This is an optimization exercise on Yosys and OpenROAD, whose aim is a short achievable clock period and few clock cycles, not a production implementation.
For this run, only the layout was checked, not whether the RTL still works.
Power figures rest on the tool's default switching activity, not on a simulated workload.

==> design/flow/design.v <==
module ALU (
    input  [31:0] A,
    input  [31:0] B,
    input  [4:0]  sh,
    input  op_add, op_sub, op_slt, op_sltu,
    input  op_and, op_or, op_xor, op_nor, op_passb,
    input  op_sll, op_srl, op_sra,
    output [31:0] S
);
wire [31:0] sum  = A + B;
wire [32:0] diff = {1'b0, A} - {1'b0, B};
wire lt_s = (A[31] ^ B[31]) ? A[31] : diff[31];
wire lt_u = diff[32];
wire [31:0] shl = B << sh;
wire [31:0] shr = B >> sh;
wire [31:0] sra = $signed(B) >>> sh;
assign S = ({32{op_add}}   & sum)
         | ({32{op_sub}}   & diff[31:0])
         | ({31'd0, op_slt  & lt_s})
         | ({31'd0, op_sltu & lt_u})
         | ({32{op_and}}   & (A & B))
         | ({32{op_or}}    & (A | B))
         | ({32{op_xor}}   & (A ^ B))
         | ({32{op_nor}}   & ~(A | B))
         | ({32{op_passb}} & B)
         | ({32{op_sll}}   & shl)
         | ({32{op_srl}}   & shr)
         | ({32{op_sra}}   & sra);
endmodule
module ALUControl (
    input  [31:0] ir,
    output op_add, op_sub, op_slt, op_sltu,
    output op_and, op_or, op_xor, op_nor, op_passb,
    output op_sll, op_srl, op_sra
);
wire [5:0] op = ir[31:26];
wire [5:0] fn = ir[5:0];
wire is_r = (op == 6'h00);
assign op_add   = (is_r & (fn == 6'h20 | fn == 6'h21)) | op == 6'h08 | op == 6'h09 |
                  op == 6'h23 | op == 6'h2b;
assign op_sub   = is_r & (fn == 6'h22 | fn == 6'h23);
assign op_slt   = (is_r & fn == 6'h2a) | op == 6'h0a;
assign op_sltu  = (is_r & fn == 6'h2b) | op == 6'h0b;
assign op_and   = (is_r & fn == 6'h24) | op == 6'h0c;
assign op_or    = is_r & fn == 6'h25;
assign op_xor   = is_r & fn == 6'h26;
assign op_nor   = is_r & fn == 6'h27;
assign op_passb = op == 6'h0f | op == 6'h03 | (is_r & fn == 6'h09);
assign op_sll   = is_r & fn == 6'h00;
assign op_srl   = is_r & fn == 6'h02;
assign op_sra   = is_r & fn == 6'h03;
endmodule
module Control (
    input  [31:0] ir,
    output        uses_rs,       
    output        uses_rt,       
    output        b_rt,          
    output        b_sext,        
    output        b_zext,        
    output        b_lui,         
    output        b_pc4,         
    output        writes,        
    output [4:0]  dst,           
    output        is_lw,
    output        is_sw,
    output        is_beq,
    output        is_bne,
    output        is_blez,
    output        is_bgtz,
    output        is_bgez,
    output        is_br,         
    output        is_j,          
    output        is_jr,         
    output        is_jalr,       
    output        is_call,       
    output        is_ctl         
);
wire [5:0] op = ir[31:26];
wire [5:0] fn = ir[5:0];
wire [4:0] rt = ir[20:16];
wire [4:0] rd = ir[15:11];
wire is_r    = (op == 6'h00);
wire r_alu   = is_r & (fn == 6'h20 | fn == 6'h21 | fn == 6'h22 | fn == 6'h23 |
                       fn == 6'h24 | fn == 6'h25 | fn == 6'h26 | fn == 6'h27 |
                       fn == 6'h2a | fn == 6'h2b);
wire r_sh    = is_r & (fn == 6'h00 | fn == 6'h02 | fn == 6'h03);
assign is_jr   = is_r & (fn == 6'h08);
assign is_jalr = is_r & (fn == 6'h09);
wire i_sext  = (op == 6'h08) | (op == 6'h09) | (op == 6'h0a) | (op == 6'h0b);
wire i_andi  = (op == 6'h0c);
wire i_lui   = (op == 6'h0f);
assign is_lw   = (op == 6'h23);
assign is_sw   = (op == 6'h2b);
assign is_beq  = (op == 6'h04);
assign is_bne  = (op == 6'h05);
assign is_blez = (op == 6'h06);
assign is_bgtz = (op == 6'h07);
assign is_bgez = (op == 6'h01);
assign is_br   = is_beq | is_bne | is_blez | is_bgtz | is_bgez;
wire   is_jal  = (op == 6'h03);
assign is_j    = (op == 6'h02) | is_jal;
assign is_call = is_jal | is_jalr;
assign is_ctl  = is_br | is_j | is_jr | is_jalr;
assign uses_rs = r_alu | is_jr | is_jalr | i_sext | i_andi | is_lw | is_sw | is_br;
assign uses_rt = r_alu | r_sh | is_sw | is_beq | is_bne;
assign b_rt   = r_alu | r_sh | is_beq | is_bne;
assign b_sext = i_sext | is_lw | is_sw;
assign b_zext = i_andi;
assign b_lui  = i_lui;
assign b_pc4  = is_call;
assign writes = r_alu | r_sh | is_jalr | i_sext | i_andi | i_lui | is_lw | is_jal;
assign dst    = is_jal ? 5'd31 : (is_r ? rd : rt);
endmodule
module RegisterFile (
    input         clk,
    input         rst_n,
    input         we,
    input  [4:0]  wa,
    input  [31:0] wd,
    input  [4:0]  ra1,
    input  [4:0]  ra2,
    output [31:0] rd1,
    output [31:0] rd2
);
reg [31:0] rf [1:31];
assign rd1 = (ra1 == 5'd0) ? 32'd0 : rf[ra1];
assign rd2 = (ra2 == 5'd0) ? 32'd0 : rf[ra2];
integer i;
always @(posedge clk or negedge rst_n) begin
    if (~rst_n) begin
        for (i = 1; i < 32; i = i + 1)
            rf[i] <= 32'd0;
    end else if (we && wa != 5'd0) begin
        rf[wa] <= wd;
    end
end
endmodule
module IF_BTB #(parameter N = 16, parameter TW = 12) (
    input clk,
    input rst_n,
    input  [TW-1:0] f_tag,
    input  [31:0]   ras,
    output          pt,          
    output [31:0]   ptgt,        
    input           upd,
    input           u_taken,
    input  [TW-1:0] u_tag,
    input  [31:0]   u_tgt,
    input           u_ret
);
reg  [N-1:0] v;
reg  [N-1:0] isret;
reg  [TW-1:0] tag [0:N-1];
reg  [31:0]   tgt [0:N-1];
reg  [1:0]    ctr [0:N-1];
reg  [$clog2(N)-1:0] rr;
wire [N-1:0] hit, hitnz, hitret, um;
wire [31:0]  tsel [0:N];
assign tsel[0] = 32'd0;
genvar i;
generate
for (i = 0; i < N; i = i + 1) begin : g
    assign hit[i]    = v[i] & (tag[i] == f_tag);
    assign hitnz[i]  = hit[i] & (|ctr[i]);
    assign hitret[i] = hit[i] & isret[i];
    assign um[i]     = v[i] & (tag[i] == u_tag);
    assign tsel[i+1] = tsel[i] | ({32{hit[i] & ~isret[i]}} & tgt[i]);
    wire alloc = upd & u_taken & ~(|um) & (rr == i);
    always @(posedge clk) begin
        if (alloc) begin
            tag[i]   <= u_tag;
            tgt[i]   <= u_tgt;
            isret[i] <= u_ret;
            ctr[i]   <= 2'd2;
        end else if (upd & um[i]) begin
            if (u_taken) begin
                tgt[i]   <= u_tgt;
                isret[i] <= u_ret;
                if (ctr[i] != 2'd3) ctr[i] <= ctr[i] + 2'd1;
            end else begin
                if (ctr[i] != 2'd0) ctr[i] <= ctr[i] - 2'd1;
            end
        end
    end
end
endgenerate
assign pt   = |hitnz;
assign ptgt = tsel[N] | ({32{|hitret}} & ras);
always @(posedge clk or negedge rst_n) begin
    if (~rst_n) begin
        v  <= {N{1'b0}};
        rr <= 0;
    end else if (upd & u_taken & ~(|um)) begin
        v[rr] <= 1'b1;
        rr    <= rr + 1'b1;
    end
end
endmodule
module IDForward (
    input  [4:0] r,
    input        e_rw,
    input  [4:0] e_dst,
    input        m_rw,
    input  [4:0] m_dst,
    output       sel_em,
    output       sel_mw
);
wire hit_e = e_rw & (e_dst == r);
assign sel_em = hit_e;
assign sel_mw = ~hit_e & m_rw & (m_dst == r);
endmodule
module BranchCond (
    input  [31:0] A,
    input  [31:0] B,
    input  is_beq, is_bne, is_blez, is_bgtz, is_bgez,
    output taken
);
wire eq   = (A == B);
wire zero = (A == 32'd0);
wire neg  = A[31];
assign taken = (is_beq  & eq)
             | (is_bne  & ~eq)
             | (is_blez & (neg | zero))
             | (is_bgtz & ~neg & ~zero)
             | (is_bgez & ~neg);
endmodule
module MEM (
    input         is_lw,
    input  [31:0] alu_res,
    input  [31:0] rdata,
    output [31:0] res
);
assign res = is_lw ? rdata : alu_res;
endmodule
module cpu_pipeline (
    input clk,           
    input rst_n,         
    output [31:0] imem_addr,     
    input  [31:0] imem_rdata,    
    output [31:0] dmem_addr,     
    output [31:0] dmem_wdata,    
    output        dmem_we,       
    input  [31:0] dmem_rdata     
);
reg  [31:0] pc;
reg         d_valid;
reg  [31:0] d_ir, d_pc, d_pc4, d_pnpc;
reg         d_pt;
reg         e_valid;
reg  [31:0] e_a, e_b, e_sd, e_pc4, e_bt, e_pnpc;
reg  [4:0]  e_sh, e_dst;
reg  [11:0] e_tag;
reg         e_rw, e_lw, e_sw;
reg         e_beq, e_bne, e_blez, e_bgtz, e_bgez, e_br, e_j, e_jr, e_jalr;
reg         e_pt, e_tgt_ok;
reg         e_a_em, e_a_mw, e_b_em, e_b_mw, e_s_em, e_s_mw;
reg         e_add, e_sub, e_slt, e_sltu, e_and, e_or, e_xor, e_nor, e_passb;
reg         e_sll, e_srl, e_sra;
reg  [31:0] m_res, m_sd;
reg         m_we, m_rw, m_lw;
reg  [4:0]  m_dst;
reg  [31:0] w_res;
reg         w_rw;
reg  [4:0]  w_dst;
reg  [31:0] ra;
wire [31:0] f_pc4 = {pc[31], pc[30:0] + 31'd4};
wire        f_pt;
wire [31:0] f_ptgt;
wire [31:0] f_npc = f_pt ? f_ptgt : f_pc4;
wire        d_call;
wire [31:0] ras = (d_valid & d_call) ? d_pc4 : ra;
wire        btb_upd, btb_taken, btb_ret;
wire [31:0] btb_tgt;
IF_BTB #(.N(16), .TW(12)) BTB (
    .clk    (clk),
    .rst_n  (rst_n),
    .f_tag  (pc[13:2]),
    .ras    (ras),
    .pt     (f_pt),
    .ptgt   (f_ptgt),
    .upd    (btb_upd),
    .u_taken(btb_taken),
    .u_tag  (e_tag),
    .u_tgt  (btb_tgt),
    .u_ret  (btb_ret)
);
assign imem_addr = pc;
wire [4:0] d_rs = d_ir[25:21];
wire [4:0] d_rt = d_ir[20:16];
wire [15:0] d_imm = d_ir[15:0];
wire d_uses_rs, d_uses_rt, d_b_rt, d_b_sext, d_b_zext, d_b_lui, d_b_pc4, d_writes;
wire [4:0] d_dst;
wire d_lw, d_sw, d_beq, d_bne, d_blez, d_bgtz, d_bgez, d_br, d_j, d_jr, d_jalr, d_ctl;
Control C1 (
    .ir     (d_ir),
    .uses_rs(d_uses_rs),
    .uses_rt(d_uses_rt),
    .b_rt   (d_b_rt),
    .b_sext (d_b_sext),
    .b_zext (d_b_zext),
    .b_lui  (d_b_lui),
    .b_pc4  (d_b_pc4),
    .writes (d_writes),
    .dst    (d_dst),
    .is_lw  (d_lw),
    .is_sw  (d_sw),
    .is_beq (d_beq),
    .is_bne (d_bne),
    .is_blez(d_blez),
    .is_bgtz(d_bgtz),
    .is_bgez(d_bgez),
    .is_br  (d_br),
    .is_j   (d_j),
    .is_jr  (d_jr),
    .is_jalr(d_jalr),
    .is_call(d_call),
    .is_ctl (d_ctl)
);
wire d_add, d_sub, d_slt, d_sltu, d_and, d_or, d_xor, d_nor, d_passb, d_sll, d_srl, d_sra;
ALUControl AC1 (
    .ir      (d_ir),
    .op_add  (d_add),
    .op_sub  (d_sub),
    .op_slt  (d_slt),
    .op_sltu (d_sltu),
    .op_and  (d_and),
    .op_or   (d_or),
    .op_xor  (d_xor),
    .op_nor  (d_nor),
    .op_passb(d_passb),
    .op_sll  (d_sll),
    .op_srl  (d_srl),
    .op_sra  (d_sra)
);
wire [31:0] rf_rs, rf_rt;
RegisterFile RF (
    .clk  (clk),
    .rst_n(rst_n),
    .we   (w_rw),
    .wa   (w_dst),
    .wd   (w_res),
    .ra1  (d_rs),
    .ra2  (d_rt),
    .rd1  (rf_rs),
    .rd2  (rf_rt)
);
wire [31:0] d_rsv = (w_rw && w_dst == d_rs) ? w_res : rf_rs;
wire [31:0] d_rtv = (w_rw && w_dst == d_rt) ? w_res : rf_rt;
wire d_rw = d_writes & (d_dst != 5'd0);
wire stall = d_valid & e_lw & e_rw &
             ((d_uses_rs & (e_dst == d_rs)) | (d_uses_rt & (e_dst == d_rt)));
wire [31:0] d_jt = {d_pc4[31:28], d_ir[25:0], 2'b00};
wire [31:0] d_bt = d_pc4 + {{14{d_imm[15]}}, d_imm, 2'b00};
wire red_j  = d_j & ~(d_pt & (d_pnpc == d_jt));
wire red_b  = d_br & ~d_pt & d_imm[15];           
wire red_jr = d_jr & ~d_pt;                       
wire red_nc = d_pt & ~d_ctl;                      
wire d_red  = d_valid & (red_j | red_b | red_jr | red_nc);
wire [31:0] d_rtgt = red_j  ? d_jt :
                     red_b  ? d_bt :
                     red_jr ? ra   : d_pc4;
wire a_em, a_mw, b_em, b_mw, s_em, s_mw;
IDForward FA (.r(d_rs), .e_rw(e_rw), .e_dst(e_dst), .m_rw(m_rw), .m_dst(m_dst), .sel_em(a_em), .sel_mw(a_mw));
IDForward FB (.r(d_rt), .e_rw(e_rw), .e_dst(e_dst), .m_rw(m_rw), .m_dst(m_dst), .sel_em(b_em), .sel_mw(b_mw));
assign s_em = b_em;
assign s_mw = b_mw;
wire [31:0] d_bval = d_b_rt   ? d_rtv :
                     d_b_sext ? {{16{d_imm[15]}}, d_imm} :
                     d_b_zext ? {16'd0, d_imm} :
                     d_b_lui  ? {d_imm, 16'd0} :
                                d_pc4;
wire [31:0] A  = ({32{e_a_em}} & m_res) | ({32{e_a_mw}} & w_res) | ({32{~e_a_em & ~e_a_mw}} & e_a);
wire [31:0] B  = ({32{e_b_em}} & m_res) | ({32{e_b_mw}} & w_res) | ({32{~e_b_em & ~e_b_mw}} & e_b);
wire [31:0] SD = ({32{e_s_em}} & m_res) | ({32{e_s_mw}} & w_res) | ({32{~e_s_em & ~e_s_mw}} & e_sd);
wire [31:0] e_res;
ALU A1 (
    .A(A), .B(B), .sh(e_sh),
    .op_add(e_add), .op_sub(e_sub), .op_slt(e_slt), .op_sltu(e_sltu),
    .op_and(e_and), .op_or(e_or), .op_xor(e_xor), .op_nor(e_nor), .op_passb(e_passb),
    .op_sll(e_sll), .op_srl(e_srl), .op_sra(e_sra),
    .S(e_res)
);
wire taken;
BranchCond BC (
    .A(A), .B(B),
    .is_beq(e_beq), .is_bne(e_bne), .is_blez(e_blez), .is_bgtz(e_bgtz), .is_bgez(e_bgez),
    .taken(taken)
);
wire e_jrx = e_jr | e_jalr;
wire e_mis = e_valid & ((e_br & (taken ? ~(e_pt & e_tgt_ok) : e_pt)) |
                        (e_jrx & (A != e_pnpc)));
wire [31:0] e_tgt = e_jrx ? A : (taken ? e_bt : e_pc4);
assign btb_upd   = e_valid & (e_br | e_j | e_jrx);
assign btb_taken = ~e_br | taken;
assign btb_tgt   = e_jrx ? A : e_bt;
assign btb_ret   = e_jr;
wire [31:0] m_out;
MEM MEM1 (.is_lw(m_lw), .alu_res(m_res), .rdata(dmem_rdata), .res(m_out));
assign dmem_addr  = m_res;
assign dmem_wdata = m_sd;
assign dmem_we    = m_we;
wire d_go = d_valid & ~stall & ~e_mis;    
always @(posedge clk or negedge rst_n) begin
    if (~rst_n) begin
        pc      <= 32'h8000_0000;
        d_valid <= 1'b0;
    end else if (e_mis) begin
        pc      <= e_tgt;
        d_valid <= 1'b0;
    end else if (stall) begin
        pc      <= pc;
    end else if (d_red) begin
        pc      <= d_rtgt;
        d_valid <= 1'b0;
    end else begin
        pc      <= f_npc;
        d_valid <= 1'b1;
    end
end
always @(posedge clk) begin
    if (~stall) begin
        d_ir   <= imem_rdata;
        d_pc   <= pc;
        d_pc4  <= f_pc4;
        d_pnpc <= f_npc;
        d_pt   <= f_pt;
    end
end
always @(posedge clk or negedge rst_n) begin
    if (~rst_n) begin
        ra <= 32'd0;
    end else if (d_go & d_call) begin
        ra <= d_pc4;
    end
end
always @(posedge clk or negedge rst_n) begin
    if (~rst_n) begin
        e_valid <= 1'b0;
        e_rw <= 1'b0; e_lw <= 1'b0; e_sw <= 1'b0;
        e_br <= 1'b0; e_j <= 1'b0; e_jr <= 1'b0; e_jalr <= 1'b0;
    end else begin
        e_valid <= d_go;
        e_rw    <= d_go & d_rw;
        e_lw    <= d_go & d_lw;
        e_sw    <= d_go & d_sw;
        e_br    <= d_go & d_br;
        e_j     <= d_go & d_j;
        e_jr    <= d_go & d_jr;
        e_jalr  <= d_go & d_jalr;
    end
end
always @(posedge clk) begin
    e_a    <= d_rsv;
    e_b    <= d_bval;
    e_sd   <= d_rtv;
    e_sh   <= d_ir[10:6];
    e_dst  <= d_dst;
    e_pc4  <= d_pc4;
    e_bt   <= d_br ? d_bt : d_jt;
    e_pnpc <= d_red ? d_rtgt : d_pnpc;
    e_pt   <= d_pt | red_j | red_b | red_jr;
    e_tgt_ok <= red_b | (d_pnpc == d_bt);
    e_tag  <= d_pc[13:2];
    e_beq  <= d_beq; e_bne <= d_bne; e_blez <= d_blez; e_bgtz <= d_bgtz; e_bgez <= d_bgez;
    e_a_em <= a_em;
    e_a_mw <= a_mw;
    e_b_em <= b_em & d_b_rt;
    e_b_mw <= b_mw & d_b_rt;
    e_s_em <= s_em;
    e_s_mw <= s_mw;
    e_add <= d_add; e_sub <= d_sub; e_slt <= d_slt; e_sltu <= d_sltu;
    e_and <= d_and; e_or <= d_or; e_xor <= d_xor; e_nor <= d_nor; e_passb <= d_passb;
    e_sll <= d_sll; e_srl <= d_srl; e_sra <= d_sra;
end
always @(posedge clk or negedge rst_n) begin
    if (~rst_n) begin
        m_we <= 1'b0;
        m_rw <= 1'b0;
    end else begin
        m_we <= e_sw;
        m_rw <= e_rw;
    end
end
always @(posedge clk) begin
    m_res <= e_res;
    m_sd  <= SD;
    m_lw  <= e_lw;
    m_dst <= e_dst;
end
always @(posedge clk or negedge rst_n) begin
    if (~rst_n) begin
        w_rw <= 1'b0;
    end else begin
        w_rw <= m_rw;
    end
end
always @(posedge clk) begin
    w_res <= m_out;
    w_dst <= m_dst;
end
endmodule
==> design/flow/run.sh <==
#!/bin/bash
# synth_recipe.tcl (not shown) runs the flow's synth.tcl, then flattens the netlist and writes it again
# the make line also repeats each setting of config.mk as NAME=value (left out here)
make -C /OpenROAD-flow-scripts/flow DESIGN_CONFIG=/design/flow/config.mk WORK_HOME=/design/flow/orfs CLKGATE_MAP_FILE= SYNTH_SCRIPT=/design/flow/synth_recipe.tcl finish
==> design/flow/config.mk <==
export PLATFORM = sky130hd
export DESIGN_NAME = cpu_pipeline
export DESIGN_NICKNAME = cpu_pipeline
export VERILOG_FILES = /design/flow/design.v
export SDC_FILE = /design/flow/constraint.sdc
export NUM_CORES = 8
export LEC_CHECK = 0
export ABC_CLOCK_PERIOD_IN_PS = 3000
export CAP_MARGIN = 20
export CORE_MARGIN = 2
export CORE_UTILIZATION = 40
export PLACE_DENSITY = 0.6
export SETUP_SLACK_MARGIN = 5
export SLEW_MARGIN = 20
==> design/flow/constraint.sdc <==
create_clock -name core_clock -period 13.0 [get_ports {clk}]
set_input_delay 2.6000 -clock core_clock [delete_from_list [all_inputs] [get_ports {clk}]]
set_output_delay 2.6000 -clock core_clock [all_outputs]
set_load 0.01 [all_outputs]
==> reports/results.ini <==
[timing]
fin_skew_ps = 132.1
final_hold_viol_count = 0
setup_tns_ps = 0
min_period_ps = 7875
rsz0062_at_grt = yes
finalCritPeriodShare = 0.6058
setup_viol = 0
maxSlewHeadroom = 0.08254
max_freq_mhz = 127.0
tightest_slew_ps = 1366
report.final.slew_viol_count = 0

[placement]
dp_hpwl_mm = 331.2
io_buffers = 162
gp_congestion = 1.021

[global_routing]
grt_pass1_wl_mm = 731.6
grt_max_degree = 182
grt_antenna_before_repair = 41
grt_pass1_vias = 90260
grt_overflow_total = 0
grt_usage = 0.3608

[worst_hold_path]
holdCritPathClass = reg -> reg
hold_end = e_tag[6]
hold_start = d_pc[8]
hold-path-cell-count = 0

[floorplan]
initial_core_util = 0.4017
dieArea_mm2 = 0.2872
ioPinCount = 163
die_w_um = 535.9
die_h_um = 535.9
core_mm2 = 0.2818
row_count = 195

[cts]
cts_tree = done
h-tree-depth = 4
numClockSinks = 2295
path_clk_slew_ps = 60
clk_path_buf_depth = 4
cts_root_buffer = clkbuf_16
cts_made_buffers = 242
clk_latency_ps = 990

[synth]
synth_top_area_cell = dfrtp_1
synth-seq-cells = 2295
synth_warnings = 7
synthFlopType = dfrtp_1
synth-edff-count = 829
avgSynthCellArea_um2 = 11.39
synth_nets = 10140
syn_area_mm2 = 0.1132
syn_inst = 9936
ys_types = 90
yosysSeqAreaShare = 0.5273
synth_top_area_share = 0.2403
synthArstFlopShare = 0.4741
synth_area_leaders = dfrtp_1 (24%), edfxtp_1 (22%), mux2_2 (11%)

[route]
drt_iter0_drc = 16000
routed_wl_mm = 533.9
drc = 0
routedWlPerCell_um = 38.66
vias_per_cell = 6.825
dr.pass1.iters = 10
drtAntennaViolNets = 0
via_count = 94250

[setup_path]
reg2regPathDepth = 19
arrival_ps = 8390
crit_path_start_kind = register
rrSetupSlack_ps = 5130
reg2reg_to = BTB.tgt[9][7]
path_max_fanout = 37
worstPathRequired_ps = 13510
r2r_start = e_a_mw
crit_type = reg -> reg
endpoint_kind = register

[pwr]
max-vdd-ir-drop_v = 0.0001338
p_per_area_mw_per_mm2 = 177.6
p_leak_uw = 0.05237

[layout]
regMostFlops = RF.rf
fill_cells = 25670
top_regs = RF.rf: 992 flops, BTB.tgt: 512 flops, BTB.tag: 192 flops
postLayoutCoreUtil = 0.4557
area_delta_synth_final_pct = 13.47
layout.nets = 10040
largest_reg_flops = 992
drive_gt1_frac = 0.2096

[status]
run_status = complete, no violations

[job]
drv_cap = 0

metal layers:
layer,vias up,global-route usage,part of all wire
li1,37470,-,-
met1,47490,0.4835,0.39
met2,7338,0.5052,0.40
met3,1936,0.1163,0.13
met4,18,0.2165,0.075
met5,-,0.0004997,0.00025
synthesized netlist by cell type (all sizes together), types with 138 or more instances:
library cell  number
buf              138
nand4            272
a22o             262
a221oi           245
xnor2            442
dfxtp            378
nand2            623
nor2             458
inv              138
a21oi            459
a22oi            750
clkbuf           708
o21ai            296
mux2i            192
dfrtp           1087
mux2            1134
nor3             147
nand3            198
edfxtp           829
power breakdown:
part | switching [uW] | internal (uW)
Combinational | 4280 | 2000
Sequential | 851 | 8400
Clock | 3090 | 4190
per-stage QoR:
step                      instance area, um^2  power, uW  hold slack [ps]  std cells  worst slack (ps)
after floorplan                        113200      12480            323.3       9936              6679
after global placement                 119900      15300            323.7      13330              4437
after detailed placement               119900      15350            326.8      13330              4205
after CTS                              128200      22560            340.8      13780              4817
after global routing                   128400      23380            343.9      13790              4907
final                                  128400      22810            337.5      13810              5125
final cells by class:
type	instances	area (um^2)	share of cell area
Antenna cell	28	70.07	0.0005456
Clock buffer	334	6838	0.05324
Clock inverter	115	1413	0.01100
Inverter	140	530.5	0.004131
Multi-Input combinational cell	6655	50920	0.3964
Sequential cell	2295	59720	0.4650
Tap cell	3743	4683	0.03647
Timing Repair Buffer	499	4255	0.03313
cell usage in the layout (no fill, tap or decap), drive strengths merged, types with 145 or more instances in the layout:
| cell type | count |
|---|---|
| a21oi | 459 |
| a221oi | 245 |
| a22o | 262 |
| a22oi | 750 |
| buf | 338 |
| clkbuf | 334 |
| clkdlybuf4s50 | 161 |
| dfrtp | 1087 |
| dfxtp | 378 |
| edfxtp | 829 |
| inv | 145 |
| mux2 | 1134 |
| mux2i | 192 |
| nand2 | 623 |
| nand3 | 198 |
| nand4 | 272 |
| nor2 | 458 |
| nor3 | 147 |
| o21ai | 296 |
| xnor2 | 442 |
worst max-delay path: stages (launching register included):
cell,delay (ps)
dfxtp_1,310
buf_4,420
nor2_2,220
buf_4,300
a21oi_1,480
inv_1,260
ha_1,500
or4_1,640
nor3_1,480
nand3_1,180
nor4_1,490
mux2_2,290
a21oi_4,90
and2_2,240
buf_4,290
nor3_4,520
nand2_1,490
nor2_4,490
o21a_2,200
buf_4,480
worst max path at each step:
stage / start / end / slack, ps
CTS: e_a_mw / BTB.tgt[9][7] / 4820
global placement: e_a_mw / BTB.tgt[5][26] / 4440
global route: e_a_mw / BTB.tgt[9][7] / 4910
floorplan: d_ir[29] / pc[22] / 6680
detailed placement: e_a_mw / BTB.tgt[5][26] / 4200
finish: e_a_mw / BTB.tgt[9][7] / 5130
what timing repair did:
action	CTS	global route
pin swaps	0	1
gates resized for setup	9	7
setup endpoints to repair	177	436
hold buffers	0	0
buffers inserted	0	0
cloned	0	0
logic make-up (layout without fill, tap and decap cells):
| group | Yosys count | count (layout) | share of synthesized area |
|---|---|---|---|
| AO/OA/AOI/OAI | 2620 | 2620 | 0.1655 |
| XOR/XNOR | 568 | 568 | 0.04395 |
| adder cells (fa/ha/maj) | 140 | 140 | 0.01572 |
| buffers and inverters | 986 | 1088 | 0.03326 |
| flip-flops | 2295 | 2295 | 0.5273 |
| multiplexers | 1330 | 1330 | 0.1306 |
| other | 0 | 28 | 0 |
| AND/OR/NAND/NOR | 1997 | 1997 | 0.08364 |

separate check: timing with driven ports:
The flow's constraints put no driver on any port. The routed layout listed below was extracted and timed again, unchanged, in two steps.
Step 1, drivers: a clkbuf_16 drives clk and a buf_2 each remaining input, both assumed.
Step 2 also shifts input and output timing later by t, the mid clock arrival at the registers, as if the neighbouring blocks saw the same clock.
Slacks: no drivers / after step 1 / after step 2; pairs: no drivers / after step 1.
shift t [ns]: 1.026
setup WS [ns]: 5.125 / 5.125 / 5.125
latest minus earliest clock arrival (ns): 0.146 / 0.146
worst slew at a driven data input, ns: 0.06
After both steps this run still meets setup and hold. The setup slack of this run moves by 0.000 ns with the drivers and by 0.000 ns with both steps.
